Background: an optimization exercise with open tools, aiming at small area. Do not read the settings as production practice. In this exercise RTL edits were held to simulation tests only and were not proved equivalent to the original. Power is estimated from default activity; no workload was simulated. The flow treats the clock pin as an ideal source, which a real chip does not have.

==> flow/design.v <==
module buffer_1loc
#(
    parameter WIDTH = 64,
    parameter [WIDTH - 1:0] ZERO = 0,
    parameter [WIDTH - 1:0] ONE = 0
)
(
    input clk, reset,                  
    input we,                          
    input re,                          
    input [WIDTH - 1:0] din,
    output [WIDTH - 1:0] a_data,
    output reg a_full, b_full
);
    reg [WIDTH - 1:0] a_mem, b_mem;
    wire b_empty = ~b_full;
    genvar i;
    generate
        for (i = 0; i < WIDTH; i = i + 1) begin : bit_g
            if (ZERO[i]) begin : z
                assign a_data[i] = 1'b0;
            end else if (ONE[i]) begin : o
                assign a_data[i] = 1'b1;
            end else begin : s
                wire nxt;
                and_or2 sel (.s0(b_full), .d0(b_mem[i]), .s1(b_empty), .d1(din[i]), .y(nxt));
                always @(posedge clk) begin
                    a_mem[i] <= nxt;
                    b_mem[i] <= a_mem[i];
                end
                assign a_data[i] = a_mem[i];
            end
        end
    endgenerate
    always @(posedge clk) begin
        if (reset) begin
            a_full <= 1'b0;
            b_full <= 1'b0;
        end else begin
            a_full <= b_full | we;
            b_full <= a_full & ~re;
        end
    end
endmodule
module buffer_1loc_2src
#(
    parameter WIDTH = 64,
    parameter [WIDTH - 1:0] ZERO = 0,
    parameter [WIDTH - 1:0] ONE = 0
)
(
    input clk, reset,                  
    input s0, s1,                      
    input re,                          
    input [WIDTH - 1:0] din0, din1,
    output [WIDTH - 1:0] a_data,
    output reg a_full, b_full
);
    reg [WIDTH - 1:0] a_mem, b_mem;
    genvar i;
    generate
        for (i = 0; i < WIDTH; i = i + 1) begin : bit_g
            if (ZERO[i]) begin : z
                assign a_data[i] = 1'b0;
            end else if (ONE[i]) begin : o
                assign a_data[i] = 1'b1;
            end else begin : s
                wire nxt;
                and_or3 sel (.s0(b_full), .d0(b_mem[i]), .s1(s0), .d1(din0[i]),
                             .s2(s1), .d2(din1[i]), .y(nxt));
                always @(posedge clk) begin
                    a_mem[i] <= nxt;
                    b_mem[i] <= a_mem[i];
                end
                assign a_data[i] = a_mem[i];
            end
        end
    endgenerate
    always @(posedge clk) begin
        if (reset) begin
            a_full <= 1'b0;
            b_full <= 1'b0;
        end else begin
            a_full <= b_full | s0 | s1;
            b_full <= a_full & ~re;
        end
    end
endmodule
module and_or2 (input s0, d0, s1, d1, output y);
    assign y = (s0 & d0) | (s1 & d1);
endmodule
module and_or3 (input s0, d0, s1, d1, s2, d2, output y);
    assign y = (s0 & d0) | (s1 & d1) | (s2 & d2);
endmodule
module rotating_prioritizer
#(
    parameter initial_value = 1  
)
(
    input clk, reset,
    input rq_0, rq_1,
    output gt_0, gt_1
);
    reg cur_last, oth_last;
    assign gt_0 = rq_0 & (cur_last | ~rq_1);
    assign gt_1 = rq_1 & (~cur_last | ~rq_0);
    always @(posedge clk) begin
        if (reset) begin
            cur_last <= initial_value;
            oth_last <= initial_value;
        end else begin
            cur_last <= oth_last;
            oth_last <= (rq_0 & rq_1) ? gt_1 : initial_value;
        end
    end
endmodule
module cardinal_router
#(
    parameter PACKET_SIZE = 64
)
(
    input clk, reset,
    input cwsi, output cwri, input [PACKET_SIZE - 1:0] cwdi,
    input ccwsi, output ccwri, input [PACKET_SIZE - 1:0] ccwdi,
    input pesi, output peri, input [PACKET_SIZE - 1:0] pedi,
    output cwso, input cwro, output [PACKET_SIZE - 1:0] cwdo,
    output ccwso, input ccwro, output [PACKET_SIZE - 1:0] ccwdo,
    output peso, input pero, output [PACKET_SIZE - 1:0] pedo
);
    localparam [PACKET_SIZE - 1:0] Z1 = 64'h0080_0000_0000_0000;
    localparam [PACKET_SIZE - 1:0] Z2 = 64'h00c0_0000_0000_0000;
    localparam [PACKET_SIZE - 1:0] DIR = 64'h4000_0000_0000_0000;
    function [PACKET_SIZE - 1:0] shift_hop(input [PACKET_SIZE - 1:0] p);
        shift_hop = {p[63:56], 1'b0, p[55:49], p[47:0]};
    endfunction
    wire [PACKET_SIZE - 1:0] cwi_d, ccwi_d, pei_d;
    wire cwi_f, ccwi_f, pei_f;
    wire cwi_bf, ccwi_bf, pei_bf;
    wire re_cwi, re_ccwi, re_pei;
    wire cwo_af, ccwo_af, peo_af;
    wire cwo_f, ccwo_f, peo_f;
    buffer_1loc #(.WIDTH(PACKET_SIZE), .ZERO(Z1 | DIR)) buf_cwi (
        .clk(clk), .reset(reset), .we(cwsi), .re(re_cwi), .din(cwdi),
        .a_data(cwi_d), .a_full(cwi_f), .b_full(cwi_bf));
    buffer_1loc #(.WIDTH(PACKET_SIZE), .ZERO(Z1), .ONE(DIR)) buf_ccwi (
        .clk(clk), .reset(reset), .we(ccwsi), .re(re_ccwi), .din(ccwdi),
        .a_data(ccwi_d), .a_full(ccwi_f), .b_full(ccwi_bf));
    buffer_1loc #(.WIDTH(PACKET_SIZE), .ZERO(64'd0)) buf_pei (
        .clk(clk), .reset(reset), .we(pesi), .re(re_pei), .din(pedi),
        .a_data(pei_d), .a_full(pei_f), .b_full(pei_bf));
    assign cwri = ~cwi_bf;
    assign ccwri = ~ccwi_bf;
    assign peri = ~pei_bf;
    buffer_1loc_2src #(.WIDTH(PACKET_SIZE), .ZERO(Z1 | DIR)) buf_cwo (
        .clk(clk), .reset(reset), .re(cwro), .s0(gt_cwi_cwo), .din0(shift_hop(cwi_d)), .s1(gt_pei_cwo), .din1(shift_hop(pei_d)),
        .a_data(cwdo), .a_full(cwo_af), .b_full(cwo_f));
    buffer_1loc_2src #(.WIDTH(PACKET_SIZE), .ZERO(Z1), .ONE(DIR)) buf_ccwo (
        .clk(clk), .reset(reset), .re(ccwro), .s0(gt_ccwi_ccwo), .din0(shift_hop(ccwi_d)), .s1(gt_pei_ccwo), .din1(shift_hop(pei_d)),
        .a_data(ccwdo), .a_full(ccwo_af), .b_full(ccwo_f));
    buffer_1loc_2src #(.WIDTH(PACKET_SIZE), .ZERO(Z2)) buf_peo (
        .clk(clk), .reset(reset), .re(pero), .s0(gt_cwi_peo), .din0(shift_hop(cwi_d)), .s1(gt_ccwi_peo), .din1(shift_hop(ccwi_d)),
        .a_data(pedo), .a_full(peo_af), .b_full(peo_f));
    assign cwso = cwo_af & cwro;
    assign ccwso = ccwo_af & ccwro;
    assign peso = peo_af & pero;
    wire rq_cwi_cwo = cwi_f & cwi_d[48] & ~cwo_f;
    wire rq_cwi_peo = cwi_f & ~cwi_d[48] & ~peo_f;
    wire rq_ccwi_ccwo = ccwi_f & ccwi_d[48] & ~ccwo_f;
    wire rq_ccwi_peo = ccwi_f & ~ccwi_d[48] & ~peo_f;
    wire rq_pei_cwo = pei_f & ~pei_d[62] & ~cwo_f;
    wire rq_pei_ccwo = pei_f & pei_d[62] & ~ccwo_f;
    wire gt_cwi_cwo, gt_pei_cwo, gt_ccwi_ccwo, gt_pei_ccwo, gt_cwi_peo, gt_ccwi_peo;
    rotating_prioritizer #(.initial_value(1)) arbitor_cwo (
        .clk(clk), .reset(reset), .rq_0(rq_cwi_cwo), .rq_1(rq_pei_cwo),
        .gt_0(gt_cwi_cwo), .gt_1(gt_pei_cwo));
    rotating_prioritizer #(.initial_value(1)) arbitor_ccwo (
        .clk(clk), .reset(reset), .rq_0(rq_ccwi_ccwo), .rq_1(rq_pei_ccwo),
        .gt_0(gt_ccwi_ccwo), .gt_1(gt_pei_ccwo));
    rotating_prioritizer #(.initial_value(1)) arbitor_peo (
        .clk(clk), .reset(reset), .rq_0(rq_cwi_peo), .rq_1(rq_ccwi_peo),
        .gt_0(gt_cwi_peo), .gt_1(gt_ccwi_peo));
    assign re_cwi = gt_cwi_cwo | gt_cwi_peo;
    assign re_ccwi = gt_ccwi_ccwo | gt_ccwi_peo;
    assign re_pei = gt_pei_cwo | gt_pei_ccwo;
endmodule
module cardinal_ring
#(
    parameter PAC_SIZE = 64
)
(
    input clk, reset,  
    input node0_pesi, node0_pero,
    output node0_peri, node0_peso,
    input [PAC_SIZE - 1:0] node0_pedi,
    output [PAC_SIZE - 1:0] node0_pedo,
    input node1_pesi, node1_pero,
    output node1_peri, node1_peso,
    input [PAC_SIZE - 1:0] node1_pedi,
    output [PAC_SIZE - 1:0] node1_pedo,
    input node2_pesi, node2_pero,
    output node2_peri, node2_peso,
    input [PAC_SIZE - 1:0] node2_pedi,
    output [PAC_SIZE - 1:0] node2_pedo,
    input node3_pesi, node3_pero,
    output node3_peri, node3_peso,
    input [PAC_SIZE - 1:0] node3_pedi,
    output [PAC_SIZE - 1:0] node3_pedo,
    output node0_polarity, node1_polarity, node2_polarity, node3_polarity
);
    reg polarity;
    always @(posedge clk)
    begin
        if (reset) polarity <= 1;
        else polarity <= ~polarity;
    end
    assign node0_polarity = polarity;
    assign node1_polarity = polarity;
    assign node2_polarity = polarity;
    assign node3_polarity = polarity;
    wire cwr_0, cwr_1, cwr_2, cwr_3;
    wire cws_0, cws_1, cws_2, cws_3;
    wire [PAC_SIZE - 1:0] cwd_0, cwd_1, cwd_2, cwd_3;
    wire ccwr_0, ccwr_1, ccwr_2, ccwr_3;
    wire ccws_0, ccws_1, ccws_2, ccws_3;
    wire [PAC_SIZE - 1:0] ccwd_0, ccwd_1, ccwd_2, ccwd_3;
    cardinal_router #(.PACKET_SIZE(PAC_SIZE)) router_0 (
        .clk(clk), .reset(reset),
        .cwsi(cws_3), .cwri(cwr_3), .cwdi(cwd_3),
        .ccwsi(ccws_1), .ccwri(ccwr_1), .ccwdi(ccwd_1),
        .pesi(node0_pesi), .peri(node0_peri), .pedi(node0_pedi),
        .cwso(cws_0), .cwro(cwr_0), .cwdo(cwd_0),
        .ccwso(ccws_0), .ccwro(ccwr_0), .ccwdo(ccwd_0),
        .peso(node0_peso), .pero(node0_pero), .pedo(node0_pedo));
    cardinal_router #(.PACKET_SIZE(PAC_SIZE)) router_1 (
        .clk(clk), .reset(reset),
        .cwsi(cws_0), .cwri(cwr_0), .cwdi(cwd_0),
        .ccwsi(ccws_2), .ccwri(ccwr_2), .ccwdi(ccwd_2),
        .pesi(node1_pesi), .peri(node1_peri), .pedi(node1_pedi),
        .cwso(cws_1), .cwro(cwr_1), .cwdo(cwd_1),
        .ccwso(ccws_1), .ccwro(ccwr_1), .ccwdo(ccwd_1),
        .peso(node1_peso), .pero(node1_pero), .pedo(node1_pedo));
    cardinal_router #(.PACKET_SIZE(PAC_SIZE)) router_2 (
        .clk(clk), .reset(reset),
        .cwsi(cws_1), .cwri(cwr_1), .cwdi(cwd_1),
        .ccwsi(ccws_3), .ccwri(ccwr_3), .ccwdi(ccwd_3),
        .pesi(node2_pesi), .peri(node2_peri), .pedi(node2_pedi),
        .cwso(cws_2), .cwro(cwr_2), .cwdo(cwd_2),
        .ccwso(ccws_2), .ccwro(ccwr_2), .ccwdo(ccwd_2),
        .peso(node2_peso), .pero(node2_pero), .pedo(node2_pedo));
    cardinal_router #(.PACKET_SIZE(PAC_SIZE)) router_3 (
        .clk(clk), .reset(reset),
        .cwsi(cws_2), .cwri(cwr_2), .cwdi(cwd_2),
        .ccwsi(ccws_0), .ccwri(ccwr_0), .ccwdi(ccwd_0),
        .pesi(node3_pesi), .peri(node3_peri), .pedi(node3_pedi),
        .cwso(cws_3), .cwro(cwr_3), .cwdo(cwd_3),
        .ccwso(ccws_3), .ccwro(ccwr_3), .ccwdo(ccwd_3),
        .peso(node3_peso), .pero(node3_pero), .pedo(node3_pedo));
endmodule
export LEC_CHECK = 0
export CAP_MARGIN = 0
export CORE_MARGIN = 2
export CORE_UTILIZATION = 60
export PLACE_DENSITY = 0.75
export SLEW_MARGIN = 0
export SYNTH_HIERARCHICAL = 1
export SYNTH_MINIMUM_KEEP_SIZE = 0
create_clock -name core_clock -period 4.5 [get_ports {clk}]
standard.sh (not shown) runs the stock make flow with config.mk's settings and CLKGATE_MAP_FILE= SYNTH_SCRIPT=/design/flow/synth_recipe.tcl, a recipe that flattens the netlist after the stock synthesis.
==> flow/flow/run.sh <==
#!/bin/bash
# Standard ORFS layout, with the smallest buffer on the ports and a clock tree
# without dummy loads and with larger sink clusters.
set -euo pipefail
export BUFFER_PORTS_ARGS="-buffer_cell sky130_fd_sc_hd__buf_1"
export CTS_ARGS="-sink_clustering_enable -repair_clock_nets -dont_use_dummy_load -sink_clustering_size 30 -sink_clustering_max_diameter 100"
bash standard.sh > standard.log 2>&1
Edit:
--- a/flow/design.v
+++ b/flow/design.v
@@ -2,6 +2,5 @@
 #(
     parameter WIDTH = 64,
-    parameter [WIDTH - 1:0] ZERO = 0,
-    parameter [WIDTH - 1:0] ONE = 0
+    parameter [WIDTH - 1:0] ZERO = 0
 )
 (
@@ -20,6 +19,4 @@
             if (ZERO[i]) begin : z
                 assign a_data[i] = 1'b0;
-            end else if (ONE[i]) begin : o
-                assign a_data[i] = 1'b1;
             end else begin : s
                 wire nxt;
@@ -46,6 +43,5 @@
 #(
     parameter WIDTH = 64,
-    parameter [WIDTH - 1:0] ZERO = 0,
-    parameter [WIDTH - 1:0] ONE = 0
+    parameter [WIDTH - 1:0] ZERO = 0
 )
 (
@@ -63,6 +59,4 @@
             if (ZERO[i]) begin : z
                 assign a_data[i] = 1'b0;
-            end else if (ONE[i]) begin : o
-                assign a_data[i] = 1'b1;
             end else begin : s
                 wire nxt;
@@ -130,5 +124,4 @@
     localparam [PACKET_SIZE - 1:0] Z1 = 64'h0080_0000_0000_0000;
     localparam [PACKET_SIZE - 1:0] Z2 = 64'h00c0_0000_0000_0000;
-    localparam [PACKET_SIZE - 1:0] DIR = 64'h4000_0000_0000_0000;
     function [PACKET_SIZE - 1:0] shift_hop(input [PACKET_SIZE - 1:0] p);
         shift_hop = {p[63:56], 1'b0, p[55:49], p[47:0]};
@@ -140,8 +133,8 @@
     wire cwo_af, ccwo_af, peo_af;
     wire cwo_f, ccwo_f, peo_f;
-    buffer_1loc #(.WIDTH(PACKET_SIZE), .ZERO(Z1 | DIR)) buf_cwi (
+    buffer_1loc #(.WIDTH(PACKET_SIZE), .ZERO(Z1)) buf_cwi (
         .clk(clk), .reset(reset), .we(cwsi), .re(re_cwi), .din(cwdi),
         .a_data(cwi_d), .a_full(cwi_f), .b_full(cwi_bf));
-    buffer_1loc #(.WIDTH(PACKET_SIZE), .ZERO(Z1), .ONE(DIR)) buf_ccwi (
+    buffer_1loc #(.WIDTH(PACKET_SIZE), .ZERO(Z1)) buf_ccwi (
         .clk(clk), .reset(reset), .we(ccwsi), .re(re_ccwi), .din(ccwdi),
         .a_data(ccwi_d), .a_full(ccwi_f), .b_full(ccwi_bf));
@@ -152,8 +145,8 @@
     assign ccwri = ~ccwi_bf;
     assign peri = ~pei_bf;
-    buffer_1loc_2src #(.WIDTH(PACKET_SIZE), .ZERO(Z1 | DIR)) buf_cwo (
+    buffer_1loc_2src #(.WIDTH(PACKET_SIZE), .ZERO(Z1)) buf_cwo (
         .clk(clk), .reset(reset), .re(cwro), .s0(gt_cwi_cwo), .din0(shift_hop(cwi_d)), .s1(gt_pei_cwo), .din1(shift_hop(pei_d)),
         .a_data(cwdo), .a_full(cwo_af), .b_full(cwo_f));
-    buffer_1loc_2src #(.WIDTH(PACKET_SIZE), .ZERO(Z1), .ONE(DIR)) buf_ccwo (
+    buffer_1loc_2src #(.WIDTH(PACKET_SIZE), .ZERO(Z1)) buf_ccwo (
         .clk(clk), .reset(reset), .re(ccwro), .s0(gt_ccwi_ccwo), .din0(shift_hop(ccwi_d)), .s1(gt_pei_ccwo), .din1(shift_hop(pei_d)),
         .a_data(ccwdo), .a_full(ccwo_af), .b_full(ccwo_f));
Outcome:
- setup slack loses 0.40 ns
- register-to-register slack degrades by 0.40 ns
- via count went up by 1.3%
- sequential share of layout area stays flat
- total power grows by 1.2%
- routed wire length increases by 3.4%
- worst hold slack degrades by 0.043 ns
- die area increases by 0.93%
- maximum frequency falls by 12%
- final area went up by 1.0%
- sequential power hardly moves

## port drivers added, routing unchanged
The results above use ideal ports. As a check the final layouts listed here were re-extracted and re-timed, cells and wires unchanged.
Step 1: set_driving_cell puts a clkbuf_16 on clk and a buf_2 on each other input, an assumption about the parent block.
Step 2 times the ports against the registers' clock, not the clock port: input delays grow and output delays shrink by t, the midpoint of the rising clock arrivals with the driver on.
Three values: ideal, step 1, step 2; two values: the first two.
run	t, ns	setup slack, ns	worst setup path after step 2	cell pins on the clock port's net
the first run	0.842	1.581 / 1.581 / 1.581	register to register	1
the second run	0.842	1.184 / 1.184 / 1.184	register to register	1
After both steps setup and hold are still met in every run listed.
